This is an optimization exercise on Yosys and OpenROAD, whose aim is small area, not a production implementation. RTL that was checked went through simulation tests only; none was proved equivalent to the original. Only the layout flow was run in run 2; the RTL was not checked for function there.

`design.v`:
```
`timescale 1fs / 1fs
module row_col_cod #(
		     parameter WORD_W = 8,
		     parameter ROW_W = 4,  
		     parameter SIZE = (1<<ROW_W)
		     )
   (
    input 		  rst,
    input 		  en,
    input 		  clk,
    input 		  off,
    input [WORD_W-1:0] 	  word_nxt,
    output reg [SIZE-1:0] r_all,
    output reg [SIZE-1:0] row,
    output reg [SIZE-1:0] col);
   integer 		  i;
   reg [WORD_W-1:0] 	  word;
   reg [WORD_W-ROW_W-1:0] r_all_bin, col_bin;
   always @ (posedge clk, posedge rst)
     if(rst)
       word <= {WORD_W{1'b0}};
     else if(en)
       word <= word_nxt;
   always @* begin
      r_all_bin = word>>ROW_W;
      col_bin = word[ROW_W-1:0];
      for(i = 0; i < SIZE ; i=i+1) begin
	 r_all[i] = ~off & ~(i < r_all_bin);
	 row[i] = ~off & (i == r_all_bin);
	 if(r_all_bin[0] == 0)
	   col[i] = ~off & (i < col_bin);
	 else
	   col[i] = ~off & (i >= (SIZE-col_bin));
      end
   end
endmodule
`timescale 1fs / 1fs
module row_col_cod_5x5 #(
		     parameter MAX = 25  
		     )
   (
    input 	     rst,
    input 	     en,
    input 	     clk,
    input 	     off,
    input [4:0]      word_nxt,
    output reg [4:0] r_all,
    output reg [4:0] row,
    output reg [4:0] col);
   parameter SIZE = 3'd5;  
   integer 	     i;
   reg [4:0] 	     word;    
   reg 		     inv;     
   reg 		     none;    
   always @ (posedge clk, posedge rst)
     if(rst) begin
	word <= 5'd0;
	inv <= 1'b0;
	none <= 1'b1;
     end
     else if(en) begin
	inv <= (word_nxt > MAX);
	if(word_nxt <= MAX) begin
	   word <= word_nxt;
	   none <= 1'b0;
	end
     end
   reg [2:0] 	     r_all_bin;
   reg [2:0] 	     col_bin;
   always @* begin
      if(word <= 5'd5)begin
	 r_all_bin = 3'd0;
	 col_bin = word;
      end
      else if(word <= 5'd10)begin
	 r_all_bin = 3'd1;
	 col_bin = word - 5'd5;
      end
      else if(word <= 5'd15)begin
	 r_all_bin = 3'd2;
	 col_bin = word - 5'd10;
      end
      else if(word <= 5'd20)begin
	 r_all_bin = 3'd3;
	 col_bin = word - 5'd15;
      end
      else begin
	 r_all_bin = 3'd4;
	 col_bin = word - 5'd20;
      end
      for(i = 0; i < SIZE ; i=i+1)begin
	 r_all[i] = ~off & (inv | ~(i < r_all_bin));
	 row[i] = ~none & (i == r_all_bin);
	 if(r_all_bin[0] == 0)
	   col[i] = ~none & (i < col_bin);
	 else
	   col[i] = ~none & (i >= (SIZE-col_bin));
      end
   end
endmodule  
`timescale 1fs / 1fs
module tdc_digital (
		    input 	  rst,
		    input 	  en,
		    input 	  clk,
		    input [6:0]  counter_in,
		    input [15:0] phase_in,
		    output [11:0] tdc_word);
   integer 				      j;
   reg 				      edge_flag;
   reg  [4:0] 			      edge_index_in;
   always @* begin
      edge_flag = 1'b0;
      edge_index_in = 5'd0;
      for (j=1; j<16; j = j+1) begin
	 if(phase_in[j-1]==1'b1 && phase_in[j]==1'b0) begin
	    edge_index_in = j-1'd1;
	    edge_flag = 1'b1;
	 end
	 if(phase_in[j-1]==1'b0 && phase_in[j]==1'b1) begin
	    edge_index_in = j-1'b1 + 5'd16;
	    edge_flag = 1'b1;
	 end
      end
      if(edge_flag == 1'b0)
	if(phase_in[5] == 1'b1)
	  edge_index_in = 5'd15;
	else
	  edge_index_in = 5'd31;
   end
   wire [6:0] counter_aux_in = phase_in[0] ? counter_in - 7'd1 : counter_in;
   reg [6:0]  counter_aux, counter_last;
   reg [4:0]  edge_index, edge_index_last;
   always @ (posedge clk, posedge rst)
     if(rst) begin
	counter_aux <= 7'd0;
	edge_index <= 5'd31;
	counter_last <= 7'd0;
	edge_index_last <= 5'd0;
     end
     else if(en) begin
	counter_aux <= counter_aux_in;
	edge_index <= edge_index_in;
	counter_last <= counter_aux;
	edge_index_last <= edge_index;
     end
   wire [6:0] counter_mod = counter_last - counter_aux;
   assign tdc_word = (counter_mod<<5) + edge_index - edge_index_last;
endmodule
`timescale 1fs / 1fs
module adpll_ctr0(
    input 	      rst,
    input 	      en,
    input 	      clk,
    input [26-1:0] FCW,
    input [1:0]       adpll_mode,
    output reg 	      channel_lock,
    output 	      channel_sat,
    input 	      data_mod,
    output 	      dco_pd,
    output [4:0]      dco_c_l_rall,
    output [4:0]      dco_c_l_row,
    output [4:0]      dco_c_l_col,
    output [15:0]     dco_c_m_rall,
    output [15:0]     dco_c_m_row,
    output [15:0]     dco_c_m_col,
    output [15:0]     dco_c_s_rall,
    output [15:0]     dco_c_s_row,
    output [15:0]     dco_c_s_col,
    output 	      tdc_pd,
    output 	      tdc_pd_inj,
    input [6:0]       tdc_ripple_count,
    input [15:0]      tdc_phase,
    input [3:0]       alpha_l,
    input [3:0]       alpha_m,
    input [3:0]       alpha_s_rx,
    input [3:0]       alpha_s_tx,
    input [3:0]       beta,
    input [2:0]       lambda_rx,
    input [2:0]       lambda_tx,
    input [1:0]       iir_n_rx,
    input [1:0]       iir_n_tx, 
    input [4:0]       FCW_mod,
    input [4:0]       dco_c_l_word_test,
    input [7:0]       dco_c_m_word_test,
    input [7:0]       dco_c_s_word_test,
    input 	      dco_pd_test,
    input 	      tdc_pd_test,
    input 	      tdc_pd_inj_test		 
		 );
   wire signed [4:0]  dco_c_l_word;
   wire signed [7:0]  dco_c_m_word;
   wire signed [7:0]  dco_c_s_word;
   wire [11:0] 	      tdc_word;
   parameter IDLE = 5'b00001, PU = 5'b00010, C_L = 5'b00100, C_M = 5'b01000, C_S = 5'b10000;
   parameter  PD = 2'd0, TEST = 2'd1, RX = 2'd2, TX = 2'd3;
   reg [26-1:0] FCW_last;
   reg [1:0] 	   adpll_mode_last;
   reg [3:0] 	   alpha;
   reg [8:0] 	   time_count, time_count_nxt;
   reg 		   dco_pd_state, dco_pd_state_nxt;
   reg 		   tdc_pd_state, tdc_pd_state_nxt;
   reg 		   tdc_pd_inj_state, tdc_pd_inj_state_nxt;
   reg [4:0] 	   state_rx, state_rx_nxt;
   reg 		   rst_accum, rst_accum_nxt;
   reg 		   rst_lock_detect_nxt, rst_lock_detect;
   reg 		   en_lock_detect_nxt, en_lock_detect;
   reg 		   channel_lock_nxt;
   reg 		   en_integral, en_integral_nxt;
   reg 		   en_mod,en_mod_nxt;
   reg 		   dec_off;  
   wire 	   rst_accum_all;
   wire        rst_lock_detect_all;
   wire signed [7:0] 		otw_int_round_sat;
   reg signed [4:0] 		otw_l_fixed, otw_l_fixed_nxt;
   reg signed [7:0] 		otw_m_fixed, otw_m_fixed_nxt;
   wire signed [27-1:0] 	      ph_diff;
   wire signed [27-1:0] 	      ph_diff_accum;
   reg signed [27-1:0] 	ph_diff_accum_last;
   wire signed [27-1:0] 	ph_diff_mod;
   wire signed [27-1:0] 	freq_dev;
   wire signed [27-1:0] 	integral;
   wire signed [27-1:0] 	integral_beta;
   reg signed [27-1:0] 	integral_last;
   reg [1:0] 			iir_n;
   reg [2:0] 			lambda;
   wire signed [27-1:0] 	iir_out;
   wire signed [27-1:0] 	iir1_in, iir2_in, iir3_in;
   wire signed [27-1:0] 	iir1_out, iir2_out, iir3_out;
   reg signed [27-1:0] 	iir1_out_last, iir2_out_last, iir3_out_last;
   reg [7:0] 			      aux1, aux1_nxt, aux2, aux2_nxt;
   reg 				      aux1_oor, aux1_oor_nxt, aux2_oor, aux2_oor_nxt;
   reg [4:0] 			      aux1_count, aux1_count_nxt, aux2_count, aux2_count_nxt;
   reg 				      lock_detect, lock_detect_nxt;
   reg [7:0] 			      lock_detect_word, lock_detect_word_nxt;
   always @ (posedge clk, posedge rst)
     if(rst)
       dec_off <= 1'b1;
     else if(en)
       dec_off <= 1'b0;
   row_col_cod_5x5 row_col_cod_l(
			    .rst(rst),
			    .en(en),
			    .clk(clk),
			    .off(dec_off),
			    .word_nxt((dco_c_l_word[4]==0)?dco_c_l_word+5'd13:
				      dco_c_l_word-5'd19),
			    .r_all(dco_c_l_rall),
			    .row(dco_c_l_row),
			    .col(dco_c_l_col)
			    );
   row_col_cod row_col_cod_m(
			    .rst(rst),
			    .en(en),
			    .clk(clk),
			    .off(dec_off),
			    .word_nxt({~dco_c_m_word[7],dco_c_m_word[6:0]}),
			    .r_all(dco_c_m_rall),
			    .row(dco_c_m_row),
			    .col(dco_c_m_col)
			    );
   row_col_cod row_col_cod_s(
			    .rst(rst),
			    .en(en),
			    .clk(clk),
			    .off(dec_off),
			    .word_nxt({~dco_c_s_word[7],dco_c_s_word[6:0]}),
			    .r_all(dco_c_s_rall),
			    .row(dco_c_s_row),
			    .col(dco_c_s_col)
			    );
   tdc_digital tdc_digital0(
			  .clk(clk),
			  .rst(rst),
			  .en(en),
			  .counter_in(tdc_ripple_count),
			  .phase_in(tdc_phase),
			  .tdc_word(tdc_word));
   assign dco_pd = (adpll_mode == TEST)? dco_pd_test : dco_pd_state;
   assign tdc_pd = (adpll_mode == TEST)? tdc_pd_test : tdc_pd_state;
   assign tdc_pd_inj = (adpll_mode == TEST)? tdc_pd_inj_test : tdc_pd_inj_state;
   assign ph_diff = FCW - {tdc_word,{{(14){1'b0}}}};
   assign freq_dev = (data_mod == 1'b1)?
		     {{{(12+1){1'b0}}},FCW_mod,{{(14-5){1'b0}}}}:
		     ~{{{(12+1){1'b0}}},FCW_mod,{{(14-5){1'b0}}}}+1;
   assign ph_diff_mod = (en_mod==1'b0)? ph_diff: ph_diff + freq_dev;
   assign ph_diff_accum = ph_diff_accum_last + ph_diff_mod;
   assign rst_accum_all = rst | rst_accum;
   always @ (posedge clk, posedge rst_accum_all)
     if(rst_accum_all)
       ph_diff_accum_last <= 27'd0;
     else if(en)
       ph_diff_accum_last <= ph_diff_accum;
   assign integral = iir_out + integral_last;
   assign integral_beta = integral >>> beta;
   always @ (posedge clk, posedge rst_accum_all)
      if(rst_accum_all)
         integral_last <= 27'd0;
      else if(en&en_integral)
	 integral_last <= integral;
   function [27-1:0] iir_stage(input [27-1:0] x, input [27-1:0] y, input [2:0] l);
      reg signed [27:0] d;
      reg [27:0] ds;
      reg [7:0]     bw;
      begin
	 d = {x[27-1],x} - {y[27-1],y};
	 bw = d[7:0] ^ x[7:0] ^ y[7:0];
	 ds = d >>> l;
	 iir_stage = y + ds[27-1:0] + bw[l];
      end
   endfunction
   assign iir1_in = ph_diff_accum;
   assign iir1_out = iir_stage(iir1_in, iir1_out_last, lambda);
   assign iir2_in = iir1_out;
   assign iir2_out = iir_stage(iir2_in, iir2_out_last, lambda);
   assign iir3_in = iir2_out;
   assign iir3_out = iir_stage(iir3_in, iir3_out_last, lambda);
   assign iir_out = iir_n[1] ? (iir_n[0] ? iir3_out : iir2_out) :
		    (iir_n[0] ? iir1_out : iir1_in);
   always @ (posedge clk, posedge rst_accum_all )
     if(rst_accum_all) begin
	iir1_out_last <= 27'd0;
	iir2_out_last <= 27'd0;
	iir3_out_last <= 27'd0;
     end
     else if(en) begin
	iir1_out_last <= iir1_out;
	iir2_out_last <= iir2_out;
	iir3_out_last <= iir3_out;
     end
   wire signed [27-1:0] 	ntw;
   wire signed [27-1:0] 	otw;
   wire signed [27-1-14:0] otw_int;
   wire signed [27-1-14:0] otw_int_round;
   wire signed [27-1:0] 	iir_alpha = iir_out >>> alpha;
   wire signed [27-1:0] 	integral_term = integral_beta & {27{en_integral}};
   assign ntw = integral_term + iir_alpha;
   assign otw = (ntw << 7);
   assign otw_int = otw[27-1:14];
   assign otw_int_round = (otw[13]) ? otw_int + 1 : otw_int;
   assign otw_int_round_sat = (state_rx == C_L)? ((otw_int_round > 16'sd12 ) ? 8'sd12 :
   			      ((otw_int_round < -16'sd13 ) ? -8'sd13:otw_int_round )) :
			      (otw_int_round > 16'sd127 ) ? 8'sd127 :
			      ((otw_int_round < -16'sd128 ) ? -8'sd128: otw_int_round);
   assign dco_c_l_word = (adpll_mode == TEST)? dco_c_l_word_test :
			 (((state_rx == C_L) && ~rst_accum )? otw_int_round_sat :
			  otw_l_fixed);
   assign dco_c_m_word = (adpll_mode == TEST)? dco_c_m_word_test :
			 (((state_rx == C_M) && ~rst_accum )? otw_int_round_sat :
			 otw_m_fixed);
   assign dco_c_s_word = (adpll_mode == TEST)? dco_c_s_word_test :
			 (((state_rx == C_S) && ~rst_accum )? otw_int_round_sat :
			 8'sd0);
   assign channel_sat = (dco_c_s_word == -8'sd128) || (dco_c_s_word == 8'sd127);
   always @ * begin
      state_rx_nxt = state_rx;
      otw_l_fixed_nxt = otw_l_fixed;
      otw_m_fixed_nxt = otw_m_fixed;
      time_count_nxt = time_count;
      dco_pd_state_nxt = dco_pd_state;
      tdc_pd_state_nxt = tdc_pd_state;
      tdc_pd_inj_state_nxt = tdc_pd_inj_state;
      rst_accum_nxt = rst_accum;
      rst_lock_detect_nxt = rst_lock_detect;
      en_lock_detect_nxt = en_lock_detect;
      alpha = alpha_s_rx;
      channel_lock_nxt = channel_lock;
      en_integral_nxt = en_integral;
      lambda = lambda_rx;
      iir_n = 2'd0;
      en_mod_nxt = en_mod;
      if( (FCW != FCW_last) || (adpll_mode != adpll_mode_last))
	state_rx_nxt = IDLE;
      else
	case(state_rx)
	  IDLE:
	    begin
	       time_count_nxt = 9'd0;
	       otw_l_fixed_nxt = 5'sd0;
	       otw_m_fixed_nxt = 8'sd0;
	       en_lock_detect_nxt = 1'b0;
	       rst_lock_detect_nxt = 1'b1;
	       channel_lock_nxt = 1'b0;
	       en_integral_nxt = 1'b0;
	       en_mod_nxt = 1'b0;
	       if(adpll_mode == PD) begin
		  dco_pd_state_nxt = 1'b1;
		  tdc_pd_state_nxt = 1'b1;
		  tdc_pd_inj_state_nxt = 1'b1;
	       end
	       if(adpll_mode == RX || adpll_mode == TX )
		 state_rx_nxt = PU;
	    end
	  PU: 
	    begin
	       time_count_nxt = time_count + 9'd1;
	       dco_pd_state_nxt = 1'b0;
	       case(time_count)
		 6'd16: tdc_pd_state_nxt = 1'b0;
		 6'd48: tdc_pd_inj_state_nxt = 1'b0;
		 7'd112:
		   begin
		      state_rx_nxt = C_L;
		      rst_accum_nxt = 1'b1;
		      time_count_nxt = 9'd0;
		   end
	       endcase
	    end
	  C_L:  
	    begin
	       rst_accum_nxt = 1'b0;
	       rst_lock_detect_nxt = 1'b0;
	       alpha = alpha_l;
	       en_lock_detect_nxt = 1'b1;
	       if(lock_detect & (~rst_lock_detect))begin
		  otw_l_fixed_nxt = lock_detect_word[4:0];
		  state_rx_nxt = C_M;
		  rst_accum_nxt = 1'b1;
		  rst_lock_detect_nxt = 1'b1;
	       end
	    end
	  C_M:  
	    begin
	       rst_accum_nxt = 1'b0;
	       alpha = alpha_m;
	       rst_lock_detect_nxt = 1'b0;
	       if(lock_detect & (~rst_lock_detect))begin
		  otw_m_fixed_nxt = lock_detect_word;
		  state_rx_nxt = C_S;
		  rst_accum_nxt = 1'b1;
		  en_lock_detect_nxt = 1'b0;
	       end
	    end
	  C_S:  
	    begin
	       case(adpll_mode)
		 RX:
		   begin
		      rst_accum_nxt = 1'b0;
		      alpha = alpha_s_rx;
		      iir_n = iir_n_rx;
		      lambda = lambda_rx;
		      time_count_nxt = time_count + 9'd1;
		      if(beta > 4'd0)
			en_integral_nxt = 1'b1;
		      if(time_count == 9'd480)
			channel_lock_nxt = 1'b1;   
		   end
		 TX:
		   begin
		      rst_accum_nxt = 1'b0;
		      alpha = alpha_s_tx;
		      iir_n = iir_n_tx;
		      lambda = lambda_tx;
		      time_count_nxt = time_count + 9'd1;
		      if(time_count == 9'd480)
			channel_lock_nxt = 1'b1;   
		      if(channel_lock == 1'b1)
			en_mod_nxt = 1'b1;
		   end
	       endcase
	    end
	endcase  
   end
   always @ (posedge clk, posedge rst)
     if(rst)begin
	state_rx <= IDLE;
	time_count <= 9'd0;
	dco_pd_state <= 1'b1;
	tdc_pd_state <= 1'b1;
	tdc_pd_inj_state <= 1'b1;
	rst_accum <= 1'b0;
	otw_l_fixed <= 5'sd0;
	otw_m_fixed <= 8'sd0;
	en_lock_detect <= 1'b0;
	rst_lock_detect <= 1'b0;
	channel_lock <= 1'b0;
	en_integral <= 1'b0;
	en_mod <= 1'b0;
	FCW_last <= 26'd0;
	adpll_mode_last <= 2'd0;
     end
     else if(en)begin
	state_rx <= state_rx_nxt;
	time_count <= time_count_nxt;
	dco_pd_state <= dco_pd_state_nxt;
	tdc_pd_state <= tdc_pd_state_nxt;
	tdc_pd_inj_state <= tdc_pd_inj_state_nxt;
	rst_accum <= rst_accum_nxt;
	otw_l_fixed <= otw_l_fixed_nxt;
	otw_m_fixed <= otw_m_fixed_nxt;
	en_lock_detect <= en_lock_detect_nxt;
	rst_lock_detect <= rst_lock_detect_nxt ;
	channel_lock <= channel_lock_nxt;
	en_integral <= en_integral_nxt;
	en_mod <= en_mod_nxt;
	FCW_last <= FCW;
	adpll_mode_last <= adpll_mode;
     end
   wire otw_int_round_oor = ~((&otw_int_round[12:7]) | ~(|otw_int_round[12:7]));
   wire match1 = ~aux1_oor & (otw_int_round_sat == aux1);
   wire match2 = ~aux2_oor & (otw_int_round_sat == aux2);
   always @ * begin
      aux1_nxt = aux1;
      aux2_nxt = aux2;
      aux1_oor_nxt = aux1_oor;
      aux2_oor_nxt = aux2_oor;
      aux1_count_nxt = aux1_count;
      aux2_count_nxt = aux2_count;
      lock_detect_nxt = lock_detect;
      lock_detect_word_nxt = lock_detect_word;
      if(match1) begin
	 aux1_count_nxt = aux1_count + 5'd1;
	 if(aux1_count_nxt == 5'd15 || (state_rx == C_L && aux1_count_nxt == 5'd8 )  )begin
	    lock_detect_nxt = 1'b1;
	    lock_detect_word_nxt = aux1;
	 end
      end
      else
	if(match2) begin
	   aux2_count_nxt = aux2_count + 5'd1;
	   if(aux2_count_nxt == 5'd15 || (state_rx == C_L && aux1_count == 5'd8 ) )begin
	      lock_detect_nxt = 1'b1;
	      lock_detect_word_nxt = aux2;
	   end
	end
	else begin
	   aux1_nxt = otw_int_round[7:0];
	   aux1_oor_nxt = otw_int_round_oor;
	   aux1_count_nxt = 5'd1;
	   aux2_nxt = aux1;
	   aux2_oor_nxt = aux1_oor;
	   aux2_count_nxt = aux1_count;
	end
   end
   assign rst_lock_detect_all  = rst|rst_lock_detect;
   always @ (posedge clk, posedge rst_lock_detect_all)
     if(rst_lock_detect_all)begin
	aux1 <= 8'hff;
	aux2 <= 8'hff;
	aux1_oor <= 1'b0;
	aux2_oor <= 1'b0;
	aux1_count <= 5'h0;
	aux2_count <= 5'h0;
	lock_detect <= 1'b0;
	lock_detect_word <= 8'hff;
     end
     else if(en & en_lock_detect)begin
	aux1 <= aux1_nxt;
	aux2 <= aux2_nxt;
	aux1_oor <= aux1_oor_nxt;
	aux2_oor <= aux2_oor_nxt;
	aux1_count <= aux1_count_nxt;
	aux2_count <= aux2_count_nxt;
	lock_detect <= lock_detect_nxt;
	lock_detect_word <= lock_detect_word_nxt;
     end
endmodule
`timescale 1fs / 1fs
module adpll_ctr
   (
    input                     rst,
    input                     clk,
    input                     valid,
    input [5-1:0] address,
    input [26-1:0] wdata,
    input                     wstrb,
    output [1:0]              rdata,
    output reg                ready,
    input                     data_mod,  
    output                    dco_pd,
    output reg [1:0]          dco_osc_gain,
    output [4:0]              dco_c_l_rall,
    output [4:0]              dco_c_l_row,
    output [4:0]              dco_c_l_col,
    output [15:0]             dco_c_m_rall,
    output [15:0]             dco_c_m_row,
    output [15:0]             dco_c_m_col,
    output [15:0]             dco_c_s_rall,
    output [15:0]             dco_c_s_row,
    output [15:0]             dco_c_s_col,
    output                    tdc_pd,
    output                    tdc_pd_inj,
    output reg [2:0]          tdc_ctr_freq,
    input [6:0]               tdc_ripple_count,
    input [15:0]              tdc_phase
    );
   always @(posedge clk, posedge rst) begin
     if (rst)
       ready <= 1'b0;
     else
       ready <= valid;
   end
   reg                        rst_soft;
   reg [26-1:0]            FCW;
   reg [1:0]                  adpll_mode;
   reg                        en;
   reg [3:0]                  alpha_l;
   reg [3:0]                  alpha_m;
   reg [3:0]                  alpha_s_rx;
   reg [3:0]                  alpha_s_tx;
   reg [3:0]                  beta;
   reg [2:0]                  lambda_rx;
   reg [2:0]                  lambda_tx;
   reg [1:0]                  iir_n_rx;
   reg [1:0]                  iir_n_tx;
   reg [4:0]                  FCW_mod;
   reg signed [4:0]           dco_c_l_word_test;
   reg signed [7:0]           dco_c_m_word_test;
   reg signed [7:0]           dco_c_s_word_test;
   reg                        dco_pd_test;
   reg                        tdc_pd_test;
   reg                        tdc_pd_inj_test;
   wire                       rst_int;
   assign rst_int = rst | rst_soft;
   wire                       channel_lock;
   wire                       channel_sat;
   assign rdata = (address == (5'd0))? {{1'b0}, channel_lock}:
                  (address == (5'd23))? {{1'b0}, channel_sat}:
                  {2'b11};
   always @ (posedge clk, posedge rst) begin
     if (rst) begin
        rst_soft <= 1'b0;
        FCW <= 26'h2620000;  
        adpll_mode <= 2'b0;
        en <= 1'b0;
        alpha_l <= 4'd14;
        alpha_m <= 4'd8;
        alpha_s_rx <= 4'd7;
        alpha_s_tx <= 4'd4;
        beta <= 4'd0;
        lambda_rx <= 3'd2;
        lambda_tx <= 3'd2;
        iir_n_rx <= 2'd3;
        iir_n_tx <= 2'd2;
        FCW_mod <= 5'b01001;  
        dco_c_l_word_test <= 5'sd0;
        dco_c_m_word_test <= 8'sd0;
        dco_c_s_word_test <= 8'sd0;
        dco_pd_test <= 1'b1;
        tdc_pd_test <= 1'b1;
        tdc_pd_inj_test <= 1'b1;
        tdc_ctr_freq <= 3'b100;
        dco_osc_gain <= 2'b10;
     end else if (valid & wstrb) begin
        case (address)
          (5'd1): rst_soft <= wdata[0];
          (5'd2): FCW <= wdata[26-1:0];
          (5'd3): adpll_mode <= wdata[1:0];
          (5'd4): en <= wdata[0];
          (5'd5): alpha_l <= wdata[3:0];
          (5'd6): alpha_m <= wdata[3:0];
          (5'd7): alpha_s_rx <= wdata[3:0];
          (5'd8): alpha_s_tx <= wdata[3:0];
          (5'd9): beta <= wdata[3:0];
          (5'd10): lambda_rx <= wdata[2:0];
          (5'd11): lambda_tx <= wdata[2:0];
          (5'd12): iir_n_rx <= wdata[1:0];
          (5'd13): iir_n_tx <= wdata[1:0];
          (5'd14): FCW_mod <= wdata[4:0];
          (5'd15): dco_c_l_word_test <= wdata[4:0];
          (5'd16): dco_c_m_word_test <= wdata[7:0];
          (5'd17): dco_c_s_word_test <= wdata[7:0];
          (5'd18): dco_pd_test <= wdata[0];
          (5'd19): tdc_pd_test <= wdata[0];
          (5'd20): tdc_pd_inj_test <= wdata[0];
          (5'd21): tdc_ctr_freq <= wdata[2:0];
          (5'd22): dco_osc_gain <= wdata[1:0];
          default:;
        endcase
     end
   end
   adpll_ctr0 adpll_ctr0
     (
	  .clk               (clk),
	  .rst               (rst_int),
	  .en                (en),
	  .FCW               (FCW[26-1:0]),
	  .adpll_mode        (adpll_mode[1:0]),
	  .data_mod          (data_mod),
	  .tdc_ripple_count  (tdc_ripple_count[6:0]),
	  .tdc_phase         (tdc_phase[15:0]),
	  .alpha_l           (alpha_l[3:0]),
	  .alpha_m           (alpha_m[3:0]),
	  .alpha_s_rx        (alpha_s_rx[3:0]),
	  .alpha_s_tx        (alpha_s_tx[3:0]),
	  .beta              (beta[3:0]),
	  .lambda_rx         (lambda_rx[2:0]),
	  .lambda_tx         (lambda_tx[2:0]),
	  .iir_n_rx          (iir_n_rx[1:0]),
	  .iir_n_tx          (iir_n_tx[1:0]),
	  .FCW_mod           (FCW_mod[4:0]),
	  .dco_c_l_word_test (dco_c_l_word_test[4:0]),
	  .dco_c_m_word_test (dco_c_m_word_test[7:0]),
	  .dco_c_s_word_test (dco_c_s_word_test[7:0]),
	  .dco_pd_test       (dco_pd_test),
	  .tdc_pd_test       (tdc_pd_test),
	  .tdc_pd_inj_test   (tdc_pd_inj_test),
	  .channel_lock      (channel_lock),
	  .channel_sat       (channel_sat),
	  .dco_pd            (dco_pd),
	  .dco_c_l_rall      (dco_c_l_rall[4:0]),
	  .dco_c_l_row       (dco_c_l_row[4:0]),
	  .dco_c_l_col       (dco_c_l_col[4:0]),
	  .dco_c_m_rall      (dco_c_m_rall[15:0]),
	  .dco_c_m_row       (dco_c_m_row[15:0]),
	  .dco_c_m_col       (dco_c_m_col[15:0]),
	  .dco_c_s_rall      (dco_c_s_rall[15:0]),
	  .dco_c_s_row       (dco_c_s_row[15:0]),
	  .dco_c_s_col       (dco_c_s_col[15:0]),
	  .tdc_pd            (tdc_pd),
	  .tdc_pd_inj        (tdc_pd_inj)
      );
endmodule
```
`run.sh`:
```
#!/bin/bash
# synth_recipe.tcl (not shown) runs the flow's synth.tcl, then flattens the netlist and writes it again
# the make line also repeats each setting of config.mk as NAME=value (left out here)
make -C /OpenROAD-flow-scripts/flow DESIGN_CONFIG=/design/flow/config.mk WORK_HOME=/design/flow/orfs CLKGATE_MAP_FILE= SYNTH_SCRIPT=/design/flow/synth_recipe.tcl finish
```
`config.mk`:
```
export PLATFORM = sky130hd
export DESIGN_NAME = adpll_ctr
export DESIGN_NICKNAME = adpll_ctr
export VERILOG_FILES = /design/flow/design.v
export SDC_FILE = /design/flow/constraint.sdc
export NUM_CORES = 4
export LEC_CHECK = 0
export CAP_MARGIN = 20
export CORE_MARGIN = 2
export CORE_UTILIZATION = 40
export PLACE_DENSITY = 0.6
export SLEW_MARGIN = 20
```
`constraint.sdc`:
```
create_clock -name core_clock -period 40.0 [get_ports {clk}]
set_input_delay 8.0000 -clock core_clock [delete_from_list [all_inputs] [get_ports {clk}]]
set_output_delay 8.0000 -clock core_clock [all_outputs]
set_load 0.01 [all_outputs]
```
==> flow_metrics.py, run 1 <==
metrics = {
    "status": {
        "status": "finished clean",
    },
    "placed_design": {
        "placed_area_um2": 45690,
        "dp_cells": 6749,
        "port_buffers": 180,
        "hpwl_um": 105300,
        "routabilityCongestion": 0.9679,
    },
    "sta": {
        "max_slew_margin": 0.2282,
        "hold_viol": 0,
        "tightest_slew_ns": 1.149,
        "finalCritPeriodShare": 0.9655,
        "fin_worst_skew_ns": 0.04163,
        "setup_viol": 0,
        "fmax_mhz": 25.89,
        "fin_crit_ns": 38.62,
        "setup-tns-final_ns": 0,
        "slew_violations": 0,
    },
    "clocking": {
        "ctsLongestPathBuffers": 3,
        "cts_buffers": 48,
        "cts.sinks": 379,
        "clk_pin_slew_ns": 0.06,
        "cts_root_buffer": "clkbuf_16",
        "cts_htree_levels": 2,
        "clock_latency_ns": 0.63,
        "hold_buffers": 0,
        "cts_tree": "done",
    },
    "critical_path": {
        "cpMaxStageDelayCell": "or4_4",
        "cp-startpoint": "data_mod",
        "arrival_ns": 30.62,
        "path_class": "input port to output pin",
        "cp.required_ns": 32.00,
        "end_kind": "output pin",
        "start_kind": "input port",
        "path_common_cell": "a21o_1",
        "critical-path-max-stage-delay_ns": 0.61,
        "r2r-start": "adpll_ctr0.tdc_digital0.edge_index[1]",
        "crit_fanout": 8,
    },
    "logic_synthesis": {
        "ys_ff_latch": 379,
        "synth-seq-area-share": 0.2322,
        "synth.distinct_cells": 121,
        "ys.flop_type": "dfrtp_1",
        "syn_area_um2": 41170,
        "yosys.area.top_type": "dfrtp_1",
        "syn-num-nets": 5579,
        "synth_top_area_share": 0.1945,
        "avgSynthCellArea_um2": 7.918,
        "synth_cells": 5199,
        "yosys_warnings": 5,
        "async_reset_ff_frac": 1.000,
        "ys_top_cells_by_area": "dfrtp_1 (19%), ha_1 (9.3%), mux2_2 (6.3%)",
        "synth_edf_count": 0,
    },
    "hold_path": {
        "hold_class": "flop to flop",
        "min_from": "adpll_ctr0.iir3_out_last[26]",
    },
    "drt": {
        "drt.antenna.violating_nets": 0,
        "post_drt_wl_per_cell_um": 19.93,
        "firstDrtPassIters": 6,
        "drt_iter0_drc": 3366,
        "routed_wl_um": 136500,
        "drc": 0,
        "viasPerCell": 5.818,
        "vias": 39841,
    },
    "cells_and_area": {
        "fill_cells": 10129,
        "fin_util": 0.4682,
        "final_area_um2": 47700,
        "syn_to_final_growth_pct": 15.87,
        "final-seq-area_um2": 9562,
        "final_cells": 6848,
        "final_nets": 5820,
        "drive_above_1_share": 0.1422,
        "multi_input_area_um2": 30030,
    },
    "die": {
        "design.die.area_um2": 105500,
        "start_util": 0.4040,
        "die_x_um": 324.8,
        "coreArea_um2": 101900,
        "rows": 117,
        "io_pins": 181,
        "fp.dieH_um": 324.8,
    },
    "grt": {
        "grt-busiest-layer": "met2",
        "grt_pass1_vias": 37767,
        "grt_max_degree": 201,
        "met3_usage": 0.02907,
        "grt_use_met2": 0.3950,
        "grt_pass1_wl_um": 214900,
        "grt_use_total": 0.2497,
        "grt_overflow": 0,
        "use_met1": 0.3588,
        "antenna_found_initial": 5,
    },
    "flow_run": {
        "drv_cap": 0,
    },
}
==> state kept, by name, indices dropped and copies added, names as in the netlist, 9 cells and up <==
name                           count
adpll_ctr0.time_count              9
adpll_ctr0.iir1_out_last          27
adpll_ctr0.iir2_out_last          27
adpll_ctr0.integral_last          27
FCW                               26
adpll_ctr0.FCW_last               26
adpll_ctr0.ph_diff_accum_last     27
adpll_ctr0.iir3_out_last          27
==> area by class of cell <==
type / count / share of cell area
multi-input combinational: 4325 / 0.6296
sequential: 379 / 0.2005
timing repair buffer: 436 / 0.07922
tap: 1368 / 0.03588
clock buffer: 67 / 0.02877
inverter: 250 / 0.01973
clock inverter: 21 / 0.006269
antenna: 2 / 0.0001049
==> final timing paths <==
kind | end | slack, ns | depth (start not counted)
worst max register to register | adpll_ctr0.row_col_cod_l.word[4] | 15.24 | 107
worst min register to register | adpll_ctr0.iir3_out_last[26] | 0.48 | 1
max in group asynchronous | en | 30.77 | 3
worst min-delay path | adpll_ctr0.iir3_out_last[26] | 0.48 | 1
min in group asynchronous | adpll_ctr0.lock_detect | 0.60 | 2
worst max-delay path | rdata[0] | 1.38 | 113
==> routing by layer <==
layer  part of all wire  wire [µm]
met5                  0          0
met4              0.027       3646
met3              0.061       8278
met2               0.44      60440
met1               0.47      64120
==> cells in the mapped netlist (107+ instances only) <==
cell / instances
clkbuf_1: 199
xnor2_1: 219
o21ai_0: 415
nor2_1: 433
nand2_1: 658
nand3_1: 127
mux2i_1: 174
a21o_1: 143
xor2_1: 107
inv_1: 245
ha_1: 306
a21oi_1: 399
dfrtp_1: 320
mux2_2: 229
==> per-stage QoR <==
| stage | setup WS [ns] | hold WS (ns) |
|---|---|---|
| after detailed placement | 0.3473 | 0.4625 |
| final | 1.382 | 0.4830 |
| after floorplan | 3.694 | 0.4451 |
| after global routing | -0.03236 | 0.5079 |
| after global placement | 0.6083 | 0.4639 |
| after CTS | 0.1773 | 0.4787 |
==> layout by cell type, fill, tap and decap left out, types with 25 or more instances in the layout <==
cell / instances
xnor2_1: 211
mux2i_1: 171
a211oi_1: 73
nor2b_1: 55
clkbuf_16: 48
nand2_1: 658
buf_4: 250
nand4_1: 33
dfstp_2: 59
a31oi_1: 51
and3_1: 39
or3_1: 41
o21bai_1: 29
o211ai_1: 51
a21oi_1: 393
nand2b_1: 57
dfrtp_1: 319
nor3_1: 81
nand3_1: 127
xor2_1: 107
o31ai_1: 25
inv_1: 244
clkdlybuf4s50_1: 179
a21o_1: 143
o21a_1: 44
o21ai_0: 399
and2_1: 45
nor4_1: 25
mux2_2: 228
ha_1: 302
nor2_1: 432
==> what timing repair did <==
action                     in CTS  in global routing
hold endpoints to repair        0                  0
setup endpoints to repair       0                  1
buffers inserted                0                  8
gates resized for setup         0                 68
==> logic make-up (layout without fill, tap and decap cells) <==
kind of cell             count (synthesis)  in the layout  share of synthesized area
AO/OA/AOI/OAI                         1527           1527                     0.2411
adder cells (fa/ha/maj)                321            321                     0.1003
XOR/XNOR                               330            330                    0.07152
other                                    0              2                          0
multiplexers                           419            419                     0.1113
buffers and inverters                  495            774                    0.04668
AND/OR/NAND/NOR                       1728           1728                     0.1969
flip-flops                             379            379                     0.2322
==> worst max-delay path, delay by kind of cell <==
family,cells,cell delay [ns]
xor+xnor,8,1.72
fa+ha+maj,10,3.32
simple gates,26,4.42
compound gates,54,9.80
buf+inv,7,1.63
mux,8,1.74
==> run 2: changes to the inputs <==
--- a/design.v
+++ b/design.v
@@ -217,8 +217,6 @@
    wire signed [27-1:0] 	      ph_diff;
    wire signed [27-1:0] 	      ph_diff_accum;
    reg signed [27-1:0] 	ph_diff_accum_last;
-   wire signed [27-1:0] 	ph_diff_mod;
-   wire signed [27-1:0] 	freq_dev;
    wire signed [27-1:0] 	integral;
    wire signed [27-1:0] 	integral_beta;
    reg signed [27-1:0] 	integral_last;
@@ -279,19 +277,34 @@
    assign dco_pd = (adpll_mode == TEST)? dco_pd_test : dco_pd_state;
    assign tdc_pd = (adpll_mode == TEST)? tdc_pd_test : tdc_pd_state;
    assign tdc_pd_inj = (adpll_mode == TEST)? tdc_pd_inj_test : tdc_pd_inj_state;
-   assign ph_diff = FCW - {tdc_word,{{(14){1'b0}}}};
-   assign freq_dev = (data_mod == 1'b1)?
-		     {{{(12+1){1'b0}}},FCW_mod,{{(14-5){1'b0}}}}:
-		     ~{{{(12+1){1'b0}}},FCW_mod,{{(14-5){1'b0}}}}+1;
-   assign ph_diff_mod = (en_mod==1'b0)? ph_diff: ph_diff + freq_dev;
-   assign ph_diff_accum = ph_diff_accum_last + ph_diff_mod;
+   function [27+1:0] rca(input [27:0] a, input [27:0] b, input ci);
+      integer i;
+      reg     c;
+      begin
+	 c = ci;
+	 for (i = 0; i <= 27; i = i + 1) begin
+	    rca[i] = a[i] ^ b[i] ^ c;
+	    c = (a[i] & b[i]) | (a[i] & c) | (b[i] & c);
+	 end
+	 rca[27+1] = c;
+      end
+   endfunction
+   wire [27+1:0] ph_diff_hi = rca({{(27+1-12){1'b0}},FCW[26-1:14]},
+				     ~{{(27+1-12){1'b0}},tdc_word}, 1'b1);
+   assign ph_diff = {ph_diff_hi[27-1-14:0], FCW[14-1:0]};
+   wire [27-10:0] mod_op = {{(27-14){1'b0}},FCW_mod} ^ {(27-9){~data_mod}};
+   wire [27+1:0] accum_p = rca({1'b0,ph_diff_accum_last}, {1'b0,ph_diff}, 1'b0);
+   wire [27+1:0] accum_hi = rca({10'd0,accum_p[27-1:9]},
+				   {10'd0,mod_op & {(27-9){en_mod}}}, en_mod & ~data_mod);
+   assign ph_diff_accum = {accum_hi[27-10:0], accum_p[8:0]};
    assign rst_accum_all = rst | rst_accum;
    always @ (posedge clk, posedge rst_accum_all)
      if(rst_accum_all)
        ph_diff_accum_last <= 27'd0;
      else if(en)
        ph_diff_accum_last <= ph_diff_accum;
-   assign integral = iir_out + integral_last;
+   wire [27+1:0] integral_s = rca({1'b0,iir_out}, {1'b0,integral_last}, 1'b0);
+   assign integral = integral_s[27-1:0];
    assign integral_beta = integral >>> beta;
    always @ (posedge clk, posedge rst_accum_all)
       if(rst_accum_all)
@@ -300,13 +313,16 @@
 	 integral_last <= integral;
    function [27-1:0] iir_stage(input [27-1:0] x, input [27-1:0] y, input [2:0] l);
       reg signed [27:0] d;
+      reg [27+1:0] t;
       reg [27:0] ds;
       reg [7:0]     bw;
       begin
-	 d = {x[27-1],x} - {y[27-1],y};
+	 t = rca({x[27-1],x}, ~{y[27-1],y}, 1'b1);
+	 d = t[27:0];
 	 bw = d[7:0] ^ x[7:0] ^ y[7:0];
 	 ds = d >>> l;
-	 iir_stage = y + ds[27-1:0] + bw[l];
+	 t = rca({1'b0,y}, {1'b0,ds[27-1:0]}, bw[l]);
+	 iir_stage = t[27-1:0];
       end
    endfunction
    assign iir1_in = ph_diff_accum;
@@ -334,10 +350,12 @@
    wire signed [27-1-14:0] otw_int_round;
    wire signed [27-1:0] 	iir_alpha = iir_out >>> alpha;
    wire signed [27-1:0] 	integral_term = integral_beta & {27{en_integral}};
-   assign ntw = integral_term + iir_alpha;
+   wire [27+1:0] ntw_s = rca({1'b0,integral_term}, {1'b0,iir_alpha}, 1'b0);
+   assign ntw = ntw_s[27-1:0];
    assign otw = (ntw << 7);
    assign otw_int = otw[27-1:14];
-   assign otw_int_round = (otw[13]) ? otw_int + 1 : otw_int;
+   wire [27+1:0] otw_int_round_s = rca({{(14+1){1'b0}},otw_int}, {(27+1){1'b0}}, otw[13]);
+   assign otw_int_round = otw_int_round_s[27-1-14:0];
    assign otw_int_round_sat = (state_rx == C_L)? ((otw_int_round > 16'sd12 ) ? 8'sd12 :
    			      ((otw_int_round < -16'sd13 ) ? -8'sd13:otw_int_round )) :
 			      (otw_int_round > 16'sd127 ) ? 8'sd127 :
==> run 2 against run 1 <==
Now fails the layout checks on setup timing. Global-route usage shrank 1.1 points. Register-to-register slack lost 8.6 ns. First-iteration DRC count shrank 34%. Routed wire length shrank 25%. Core utilization grew 4.5 points. Critical path type unchanged. Synthesized cell count shrank 30%. Die area shrank 19%. Cell area shrank 12%. Via count shrank 28%. Flip-flop and latch count is the same.
==> flow_metrics.py, run 2 <==
metrics = {
    "status": {
        "status": "finished with violations",
        "violatedChecks": "setup timing",
    },
    "logic_synthesis": {
        "synth_xor_area_frac": 0.04086,
        "yosys_warnings": 5,
        "synth-adder-area-share": 0.1720,
        "synth_cells": 3656,
        "synth_edf_count": 0,
        "yosys.area.top_type": "dfrtp_1",
        "syn_area_um2": 33220,
        "ys_top_cells_by_area": "dfrtp_1 (24%), fa_1 (14%), mux2_2 (7.8%)",
        "ys.flop_type": "dfrtp_1",
        "synth-simple-area-share": 0.1486,
        "synth_top_area_share": 0.2410,
        "synth_compound_area_frac": 0.1360,
        "synth.most_common_cell": "nand2_1",
        "ys_ff_latch": 379,
        "synth-seq-area-share": 0.2877,
        "synth.distinct_cells": 88,
        "synth_top_cells_by_count": "nand2_1 (416), dfrtp_1 (320), nor2_1 (308), inv_1 (292), a21oi_1 (254)",
        "async_reset_ff_frac": 1.000,
        "synth_top_family_by_area": "adder cells",
        "syn-num-nets": 4029,
        "synth_mux_area_frac": 0.1564,
        "avgSynthCellArea_um2": 9.087,
    },
    "die": {
        "rows": 105,
        "die_x_um": 292.2,
        "io_pins": 181,
        "fp.dieH_um": 292.2,
        "coreArea_um2": 82110,
        "start_util": 0.4046,
        "design.die.area_um2": 85370,
    },
    "grt": {
        "grt_pass1_wl_um": 162100,
        "grt_use_total": 0.2392,
        "grt_max_degree": 136,
        "antenna_found_initial": 1,
        "grt_pass1_vias": 28529,
        "grt_overflow": 0,
    },
    "critical_path": {
        "reg2reg_to": "adpll_ctr0.row_col_cod_l.word[1]",
        "start_kind": "input port",
        "crit_path_end": "rdata[0]",
        "path_common_cell": "fa_2",
        "cp-startpoint": "data_mod",
        "critPathTopFamily": "adder cells",
        "end_kind": "output pin",
        "arrival_ns": 35.44,
        "crit_fanout": 4,
        "path_depth": 104,
        "critical-path-max-stage-delay_ns": 0.56,
        "critPathBufInv": 10,
        "cp.required_ns": 32.00,
        "r2r-start": "FCW[0]",
        "ff2ff_setup_slack_ns": 6.66,
        "reg2reg_depth": 113,
        "path_class": "input port to output pin",
        "cpMaxStageDelayCell": "fa_2",
    },
    "clocking": {
        "clk_pin_slew_ns": 0.06,
        "cts.sinks": 379,
        "cts_htree_levels": 2,
        "ctsLongestPathBuffers": 3,
        "cts_buffers": 48,
        "clock_latency_ns": 0.62,
        "cts_root_buffer": "clkbuf_16",
        "cts_tree": "done",
        "hold_buffers": 0,
    },
    "flow_run": {
        "drv_cap": 0,
    },
    "drt": {
        "firstDrtPassIters": 6,
        "drc": 0,
        "drt.antenna.violating_nets": 0,
        "post_drt_wl_per_cell_um": 19.13,
        "viasPerCell": 5.365,
        "vias": 28638,
        "routed_wl_um": 102100,
        "drt_iter0_drc": 2217,
    },
    "sta": {
        "worst_slack_ns": -3.440,
        "hold_viol": 0,
        "finalCritPeriodShare": 1.086,
        "rsz0062_at_grt": "yes",
        "fmax_mhz": 23.02,
        "slew_violations": 0,
        "max_slew_margin": 0.2263,
        "tightest_slew_ns": 1.156,
        "fin_worst_skew_ns": 0.05535,
        "whs_ns": 0.4677,
        "fin_crit_ns": 43.44,
        "setup_viol": 1,
    },
    "cells_and_area": {
        "final_cells": 5338,
        "mostFrequentLayoutCells": "buf_4 (553), nand2_1 (412), dfrtp_1 (319)",
        "syn_to_final_growth_pct": 26.95,
        "final_area_um2": 42170,
        "layout_commonest_cell": "buf_4",
        "drive_above_1_share": 0.2721,
        "final_nets": 4602,
    },
    "placed_design": {
        "placed_area_um2": 39280,
        "dp_cells": 5128,
        "routabilityCongestion": 0.9001,
        "port_buffers": 180,
        "hpwl_um": 76660,
    },
    "hold_path": {
        "hold_class": "flop to asynchronous set/reset pin",
    },
}
-- run 2: cell count changes after synthesis, moves of 71 or more --
| cell | before | now |
|---|---|---|
| xnor2_1 | 219 | 86 |
| fa_1 | 15 | 234 |
| ha_1 | 306 | 80 |
| a21oi_1 | 399 | 254 |
| nand3_1 | 127 | 56 |
| a21o_1 | 143 | 20 |
| o21ai_0 | 415 | 201 |
| nor2_1 | 433 | 308 |
| nand2_1 | 658 | 416 |
-- run 2: cell families after synthesis --
group | count (synthesis)
and+or+nand+nor | 1083
muxes | 482
xor gates and xnor gates | 152
AOI/OAI and AO/OA | 735
adders and majority gates | 317
DFF | 379
buffers and inverters | 508
-- run 2: routing by layer --
metal / GRT usage / vias up / part of all wire
li1: - / 13716 / -
met1: 0.3429 / 14087 / 0.47
met2: 0.3743 / 680 / 0.45
met3: 0.03303 / 155 / 0.048
met4: 0.07380 / 0 / 0.031
met5: 0 / - / 0
-- run 2: worst min-delay path by stage --
stage	to	slack, ns
after floorplan	adpll_ctr0.lock_detect	0.44
final	adpll_ctr0.otw_m_fixed[7]	0.47
after CTS	adpll_ctr0.lock_detect	0.47
after global placement	adpll_ctr0.lock_detect	0.45
after global routing	adpll_ctr0.integral_last[6]	0.50
after detailed placement	adpll_ctr0.lock_detect	0.46
-- run 2: per-stage QoR --
step	setup WS, ns	TNS, ns	util
after floorplan	-3.128	-3.128	-
after global placement	-4.686	-4.686	0.4781
after detailed placement	-4.998	-4.998	0.4784
after CTS	-3.398	-3.398	0.5127
after global routing	-4.585	-4.585	0.5136
final	-3.440	-3.440	0.5136
-- run 2: cell type report --
cell class              count  area (µm²)
diodes                      1       2.502
fillers                  7519       39940
clock buffers              65        1305
flip-flops and latches    379        9562
well taps                1070        1339
clock inverters            23       359.1
inverters                 296        1117
multi-input cells        2769       22500
repair buffers            735        5991
-- run 2: what timing repair did --
item / 4_1_cts / 5_1_grt
pin swaps: 43 / 7
setup endpoints to repair: 1 / 1
gates resized for setup: 78 / 14
buffers inserted: 120 / 1
==> run 3: changes to the inputs <==
--- a/design.v
+++ b/design.v
@@ -278,15 +278,28 @@
    assign tdc_pd = (adpll_mode == TEST)? tdc_pd_test : tdc_pd_state;
    assign tdc_pd_inj = (adpll_mode == TEST)? tdc_pd_inj_test : tdc_pd_inj_state;
    function [27+1:0] rca(input [27:0] a, input [27:0] b, input ci);
-      integer i;
-      reg     c;
+      integer i, d;
+      reg [27:0] p, g, pp, gg;
       begin
-	 c = ci;
-	 for (i = 0; i <= 27; i = i + 1) begin
-	    rca[i] = a[i] ^ b[i] ^ c;
-	    c = (a[i] & b[i]) | (a[i] & c) | (b[i] & c);
-	 end
-	 rca[27+1] = c;
+	 p = a ^ b;
+	 g = a & b;
+	 g[0] = g[0] | (p[0] & ci);
+	 pp = p;
+	 gg = g;
+	 for (d = 1; d <= 27; d = d * 2)
+	   for (i = 2*d-1; i <= 27; i = i + 2*d) begin
+	      gg[i] = gg[i] | (pp[i] & gg[i-d]);
+	      pp[i] = pp[i] & pp[i-d];
+	   end
+	 for (d = 16; d >= 1; d = d / 2)
+	   for (i = 3*d-1; i <= 27; i = i + 2*d) begin
+	      gg[i] = gg[i] | (pp[i] & gg[i-d]);
+	      pp[i] = pp[i] & pp[i-d];
+	   end
+	 rca[0] = p[0] ^ ci;
+	 for (i = 1; i <= 27; i = i + 1)
+	   rca[i] = p[i] ^ gg[i-1];
+	 rca[27+1] = gg[27];
       end
    endfunction
    wire [27+1:0] ph_diff_hi = rca({{(27+1-12){1'b0}},FCW[26-1:14]},
--- a/config.mk
+++ b/config.mk
@@ -7,6 +7,6 @@
 export LEC_CHECK = 0
 export CAP_MARGIN = 20
 export CORE_MARGIN = 2
-export CORE_UTILIZATION = 40
-export PLACE_DENSITY = 0.6
+export CORE_UTILIZATION = 60
+export PLACE_DENSITY = 0.72
 export SLEW_MARGIN = 20
==> run 3 against run 2 <==
Register-to-register slack better by 7.1 ns. Fmax up 11%. Cell count down 0.58%. Synthesized cell count up 17%. Area after synthesis up 11%. Worst hold slack better by 0.014 ns. Now clean on timing, DRC and antenna. Routed wire length up 7.2%.
==> flow_metrics.py, run 3 <==
metrics = {
    "die": {
        "design.die.area_um2": 63580,
        "io_pins": 181,
        "die_x_um": 252.2,
        "fp.dieH_um": 252.2,
        "rows": 90,
        "start_util": 0.6099,
        "coreArea_um2": 60580,
    },
    "grt": {
        "grt_pass1_wl_um": 172000,
        "antenna_found_initial": 6,
        "grt_pass1_vias": 31259,
        "grt_overflow": 0,
        "grt_use_total": 0.3390,
        "grt_max_degree": 136,
    },
    "critical_path": {
        "reg2reg_depth": 127,
        "critPathBufInv": 8,
        "start_kind": "input port",
        "crit_fanout": 6,
        "critical-path-max-stage-delay_ns": 0.51,
        "crit_path_end": "rdata[0]",
        "reg2reg_to": "adpll_ctr0.row_col_cod_l.word[1]",
        "path_depth": 119,
        "ff2ff_setup_slack_ns": 13.72,
        "cp.required_ns": 32.00,
        "path_class": "input port to output pin",
        "arrival_ns": 31.01,
        "r2r-start": "FCW[0]",
        "cp-startpoint": "data_mod",
        "critPathTopFamily": "compound AO/OA/AOI/OAI gates",
        "path_common_cell": "a21o_1",
        "cpMaxStageDelayCell": "fa_1",
        "end_kind": "output pin",
    },
    "sta": {
        "fmax_mhz": 25.63,
        "setup_viol": 0,
        "fin_worst_skew_ns": 0.02455,
        "fin_crit_ns": 39.01,
        "finalCritPeriodShare": 0.9753,
        "max_slew_margin": 0.2325,
        "tightest_slew_ns": 1.141,
        "slew_violations": 0,
        "whs_ns": 0.4815,
        "hold_viol": 0,
    },
    "drt": {
        "post_drt_wl_per_cell_um": 20.62,
        "viasPerCell": 6.158,
        "drc": 0,
        "firstDrtPassIters": 6,
        "routed_wl_um": 109400,
        "vias": 32678,
        "drt.antenna.violating_nets": 0,
        "drt_iter0_drc": 2969,
    },
    "clocking": {
        "cts_buffers": 48,
        "cts.sinks": 379,
        "clk_pin_slew_ns": 0.06,
        "ctsLongestPathBuffers": 3,
        "cts_tree": "done",
        "cts_root_buffer": "clkbuf_16",
        "clock_latency_ns": 0.62,
        "cts_htree_levels": 2,
    },
    "hold_path": {
        "hold_class": "flop to flop",
    },
    "cells_and_area": {
        "drive_above_1_share": 0.1526,
        "final-seq-area_um2": 9562,
        "multi_input_area_um2": 25970,
        "syn_to_final_growth_pct": 15.05,
        "fill_cells": 4855,
        "layout_commonest_cell": "nand2_1",
        "final_area_um2": 42510,
        "final_cells": 5307,
        "mostFrequentLayoutCells": "nand2_1 (444), nor2_1 (366), dfrtp_1 (319)",
        "final_nets": 4969,
    },
    "logic_synthesis": {
        "synth_edf_count": 0,
        "syn_area_um2": 36950,
        "synth-seq-area-share": 0.2587,
        "synth_top_area_share": 0.2167,
        "syn-num-nets": 4754,
        "async_reset_ff_frac": 1.000,
        "synth_cells": 4267,
        "synth_top_cells_by_count": "nand2_1 (444), nor2_1 (370), o21ai_0 (329), dfrtp_1 (320), a21oi_1 (299)",
        "ys_ff_latch": 379,
        "avgSynthCellArea_um2": 8.659,
        "ys_top_cells_by_area": "dfrtp_1 (22%), ha_1 (9.9%), fa_1 (7.3%)",
        "ys.flop_type": "dfrtp_1",
        "yosys.area.top_type": "dfrtp_1",
        "synth.most_common_cell": "nand2_1",
        "yosys_warnings": 5,
        "synth.distinct_cells": 101,
    },
    "placed_design": {
        "routabilityCongestion": 0.9962,
        "dp_cells": 5200,
        "port_buffers": 180,
        "hpwl_um": 81890,
        "placed_area_um2": 40290,
    },
    "status": {
        "status": "finished clean",
    },
    "flow_run": {
        "drv_cap": 0,
    },
}
run 3: cell count changes in the layout (fill, tap and decap cells not counted), moves of 60 or more:
cell | before | now
fa_2 | 121 | 2
buf_4 | 553 | 183
xnor2_1 | 82 | 149
nor2_1 | 306 | 366
ha_1 | 79 | 291
o21ai_0 | 186 | 310
a21o_1 | 20 | 84
run 3: cells by family after synthesis:
logic type,count (synthesis),share of synthesized area
flops,379,0.2587
compound gates,1052,0.1765
mux,433,0.1266
xor+xnor,250,0.05946
buf+inv,499,0.05222
simple gates,1226,0.1542
fa+ha+maj,428,0.1724
run 3: area by class of cell:
class	count	area share
inverters	300	0.02655
flip-flops and latches	379	0.2249
diodes	3	0.0001766
clock buffers	66	0.03270
repair buffers	364	0.07497
multi-input cells	3389	0.6109
clock inverters	24	0.006799
well taps	782	0.02302
run 3: worst register-to-register path: cells and delay by family (launching register included):
family / cells / cell delay [ns]
fa+ha+maj: 21 / 7.56
mux: 9 / 1.94
simple gates: 32 / 4.40
flops: 1 / 0.45
compound gates: 47 / 8.77
buf+inv: 8 / 0.93
xor+xnor: 10 / 2.13
run 3: repair_timing:
| action | 4_1_cts | 5_1_grt |
|---|---|---|
| hold buffers | 0 | 0 |
| endpoints found under the setup margin | 1 | 1 |
| hold endpoints to repair | 0 | 0 |
| gates resized for setup | 5 | 107 |
| setup buffers | 0 | 14 |
| pin swaps | 0 | 21 |
run 3: routing by layer:
metal / wire [µm] / share of wire / global-route usage
met5: 27 / 0.00025 / 0
met4: 3016 / 0.028 / 0.1013
met1: 48040 / 0.44 / 0.4851
met2: 49250 / 0.45 / 0.5190
met3: 9097 / 0.083 / 0.06869
run 3: through the flow:
| stage | utilization | worst slack, ns | TNS [ns] |
|---|---|---|---|
| 2_1_floorplan | - | 2.376 | 0 |
| 3_3_place_gp | 0.6651 | 0.1542 | 0 |
| 3_5_place_dp | 0.6651 | -0.2727 | -0.2727 |
| 4_1_cts | 0.6932 | 0.04513 | 0 |
| 5_1_grt | 0.7016 | -0.2734 | -0.2734 |
| 6_report | 0.7017 | 0.9898 | 0 |
run 3: how the worst min path moves through the flow:
| stage | from | to | slack [ns] | cells after the start |
|---|---|---|---|---|
| final | adpll_ctr0.otw_l_fixed[4] | adpll_ctr0.otw_l_fixed[4] | 0.48 | 2 |
| after floorplan | adpll_ctr0.otw_l_fixed[4] | adpll_ctr0.otw_l_fixed[4] | 0.44 | 2 |
| after global routing | adpll_ctr0.otw_l_fixed[4] | adpll_ctr0.otw_l_fixed[4] | 0.51 | 2 |
| after CTS | adpll_ctr0.otw_l_fixed[4] | adpll_ctr0.otw_l_fixed[4] | 0.48 | 2 |
| after global placement | adpll_ctr0.otw_l_fixed[4] | adpll_ctr0.otw_l_fixed[4] | 0.46 | 2 |
| after detailed placement | adpll_ctr0.otw_l_fixed[4] | adpll_ctr0.otw_l_fixed[4] | 0.46 | 2 |
==> run 4: changes to the inputs <==
--- a/config.mk
+++ b/config.mk
@@ -7,6 +7,6 @@
 export LEC_CHECK = 0
 export CAP_MARGIN = 20
 export CORE_MARGIN = 2
-export CORE_UTILIZATION = 60
-export PLACE_DENSITY = 0.72
+export CORE_UTILIZATION = 40
+export PLACE_DENSITY = 0.6
 export SLEW_MARGIN = 20
==> run 4 against run 3 <==
Critical path depth down 5. Routed wire length up 1.4%. Area after synthesis unchanged. Worst hold slack worse by 0.069 ns. First-iteration DRC count down 20%. Still clean on timing, DRC and antenna. Global-route usage down 11 points. Sequential share of layout area down 0.071 points. Setup slack better by 0.15 ns. Cell count up 6.8%.
==> flow_metrics.py, run 4 <==
metrics = {
    "logic_synthesis": {
        "ys_ff_latch": 379,
        "yosys.area.top_type": "dfrtp_1",
        "synth_cells": 4267,
        "avgSynthCellArea_um2": 8.659,
        "synth.most_common_cell": "nand2_1",
        "synth_compound_area_frac": 0.1765,
        "syn_area_um2": 36950,
        "synth_edf_count": 0,
        "synth_mux_area_frac": 0.1266,
        "ys.flop_type": "dfrtp_1",
        "synth.distinct_cells": 101,
        "synth_top_cells_by_count": "nand2_1 (444), nor2_1 (370), o21ai_0 (329), dfrtp_1 (320), a21oi_1 (299)",
        "synth_top_area_share": 0.2167,
        "synth-adder-area-share": 0.1724,
        "ys_top_cells_by_area": "dfrtp_1 (22%), ha_1 (9.9%), fa_1 (7.3%)",
        "syn-num-nets": 4754,
        "synth_top_family_by_area": "compound AO/OA/AOI/OAI gates",
        "synth-simple-area-share": 0.1542,
        "synth_xor_area_frac": 0.05946,
        "synth-seq-area-share": 0.2587,
        "async_reset_ff_frac": 1.000,
        "yosys_warnings": 5,
    },
    "critical_path": {
        "critical-path-max-stage-delay_ns": 0.55,
        "crit_fanout": 4,
        "path_common_cell": "a21o_1",
        "cp.required_ns": 32.00,
        "arrival_ns": 30.86,
        "cpMaxStageDelayCell": "fa_1",
        "start_kind": "input port",
        "path_class": "input port to output pin",
        "end_kind": "output pin",
    },
    "placed_design": {
        "pre_cts_slack_ns": -0.5138,
        "routabilityCongestion": 0.9115,
        "port_buffers": 180,
        "hpwl_um": 85260,
        "dp_cells": 5555,
    },
    "die": {
        "io_pins": 181,
        "rows": 111,
        "start_util": 0.4031,
        "die_x_um": 307.9,
        "design.die.area_um2": 94820,
        "fp.dieH_um": 307.9,
        "coreArea_um2": 91660,
    },
    "sta": {
        "hold_viol": 0,
        "setup_viol": 0,
        "slew_violations": 0,
        "setup-tns-final_ns": 0,
        "finalCritPeriodShare": 0.9716,
        "max_slew_margin": 0.2223,
        "worst_slack_ns": 1.138,
        "fin_worst_skew_ns": 0.04633,
        "fmax_mhz": 25.73,
        "fin_crit_ns": 38.86,
        "tightest_slew_ns": 1.134,
    },
    "grt": {
        "antenna_found_initial": 4,
        "grt_max_degree": 172,
        "grt_overflow": 0,
        "grt_pass1_vias": 30749,
        "grt_pass1_wl_um": 173200,
        "grt_use_total": 0.2299,
    },
    "clocking": {
        "ctsLongestPathBuffers": 3,
        "cts_tree": "done",
        "cts_buffers": 48,
        "clk_pin_slew_ns": 0.06,
        "cts_htree_levels": 2,
        "cts.sinks": 379,
        "clock_latency_ns": 0.63,
        "cts_root_buffer": "clkbuf_16",
    },
    "cells_and_area": {
        "final_cells": 5667,
        "drive_above_1_share": 0.1395,
        "mostFrequentLayoutCells": "nand2_1 (444), nor2_1 (367), dfrtp_1 (319)",
        "syn_to_final_growth_pct": 15.41,
        "layout_commonest_cell": "nand2_1",
        "fin_util": 0.4652,
        "final_nets": 4926,
    },
    "drt": {
        "post_drt_wl_per_cell_um": 19.58,
        "viasPerCell": 5.566,
        "drt_iter0_drc": 2386,
        "routed_wl_um": 110900,
        "vias": 31545,
        "drc": 0,
        "firstDrtPassIters": 5,
        "drt.antenna.violating_nets": 0,
    },
    "hold_path": {
        "hold_class": "flop to asynchronous set/reset pin",
    },
    "flow_run": {
        "drv_cap": 0,
    },
    "status": {
        "status": "finished clean",
    },
}
run 4: path summary, 6_finish.rpt:
kind	startpoint	endpoint	slack [ns]	cells after the start
max	data_mod	rdata[0]	1.14	114
min	rst_soft	adpll_ctr0.rst_lock_detect	0.41	1
max reg2reg	adpll_ctr0.tdc_digital0.edge_index[0]	adpll_ctr0.row_col_cod_l.word[1]	14.07	120
min reg2reg	rst_soft	adpll_ctr0.rst_lock_detect	0.41	1
max in group asynchronous	rst	en	30.65	3
min in group core_clock	adpll_ctr0.otw_l_fixed[4]	adpll_ctr0.otw_l_fixed[4]	0.48	2
run 4: repair_timing:
item,in CTS,in global routing
hold endpoints to repair,0,0
setup endpoints to repair,1,1
buffers inserted,0,20
gates cloned,0,0
gates resized for setup,5,105
pin swaps,0,33
hold buffers,0,0
run 4: routing by layer:
| metal | part of all wire | GRT usage |
|---|---|---|
| met1 | 0.44 | 0.3073 |
| met2 | 0.47 | 0.3758 |
| met3 | 0.061 | 0.04329 |
| met4 | 0.030 | 0.07079 |
| met5 | 0.00037 | 0 |
run 4: final cells by class:
class	count	area, µm²
Sequential cell	379	9562
Timing Repair Buffer	321	2889
Inverter	300	1129
Clock buffer	77	1391
Fill cell	8899	49020
Antenna cell	2	5.005
Multi-Input combinational cell	3389	26020
Clock inverter	13	161.4
Tap cell	1186	1484
run 4: per-stage QoR:
stage               cell area [µm²]  hold WS (ns)
detailed placement            40440        0.3679
global route                  42640        0.4365
global placement              40440        0.3694
floorplan                     36950        0.4386
CTS                           42030        0.4058
finish                        42640        0.4125
run 4: worst max-delay path, delay by kind of cell:
kind / cells / cell delay (ns)
XOR/XNOR: 10 / 1.74
AO/OA/AOI/OAI: 42 / 7.70
adder cells (fa/ha/maj): 17 / 6.35
multiplexers: 10 / 1.96
buffers and inverters: 7 / 1.24
AND/OR/NAND/NOR: 28 / 3.84
run 4: kinds of logic after synthesis:
| group | after synthesis |
|---|---|
| AOI/OAI and AO/OA | 1052 |
| xor gates and xnor gates | 250 |
| adders and majority gates | 428 |
| buffers and inverters | 499 |
| DFF | 379 |
| muxes | 433 |
| and+or+nand+nor | 1226 |

[port drivers added, routing unchanged]
The flow's constraints put no driver on any port. The routed layouts listed below were extracted and timed again, unchanged, in two steps.
Step 1: set_driving_cell puts a clkbuf_16 on clk and a buf_2 on each other input, an assumption about the parent block.
Step 2 times the ports against the registers' clock, not the clock port: input delays grow and output delays shrink by t, the midpoint of the rising clock arrivals with the driver on.
a / b / c = ideal / step 1 / step 2; a / b = the first two.
run | t (ns) | setup WS [ns] | worst data-port slew with drivers (ns)
run 1 | 0.674 | 1.382 / 1.310 / 1.310 | 0.07
run 2 | 0.665 | -3.440 / -3.466 / -3.466 | 0.07
run 3 | 0.674 | 0.990 / 0.927 / 0.927 | 0.11
run 4 | 0.672 | 1.138 / 1.069 / 1.069 | 0.11
The setup slack of run 1, which loses most, moves by -0.072 ns with the drivers and by -0.072 ns with both steps.
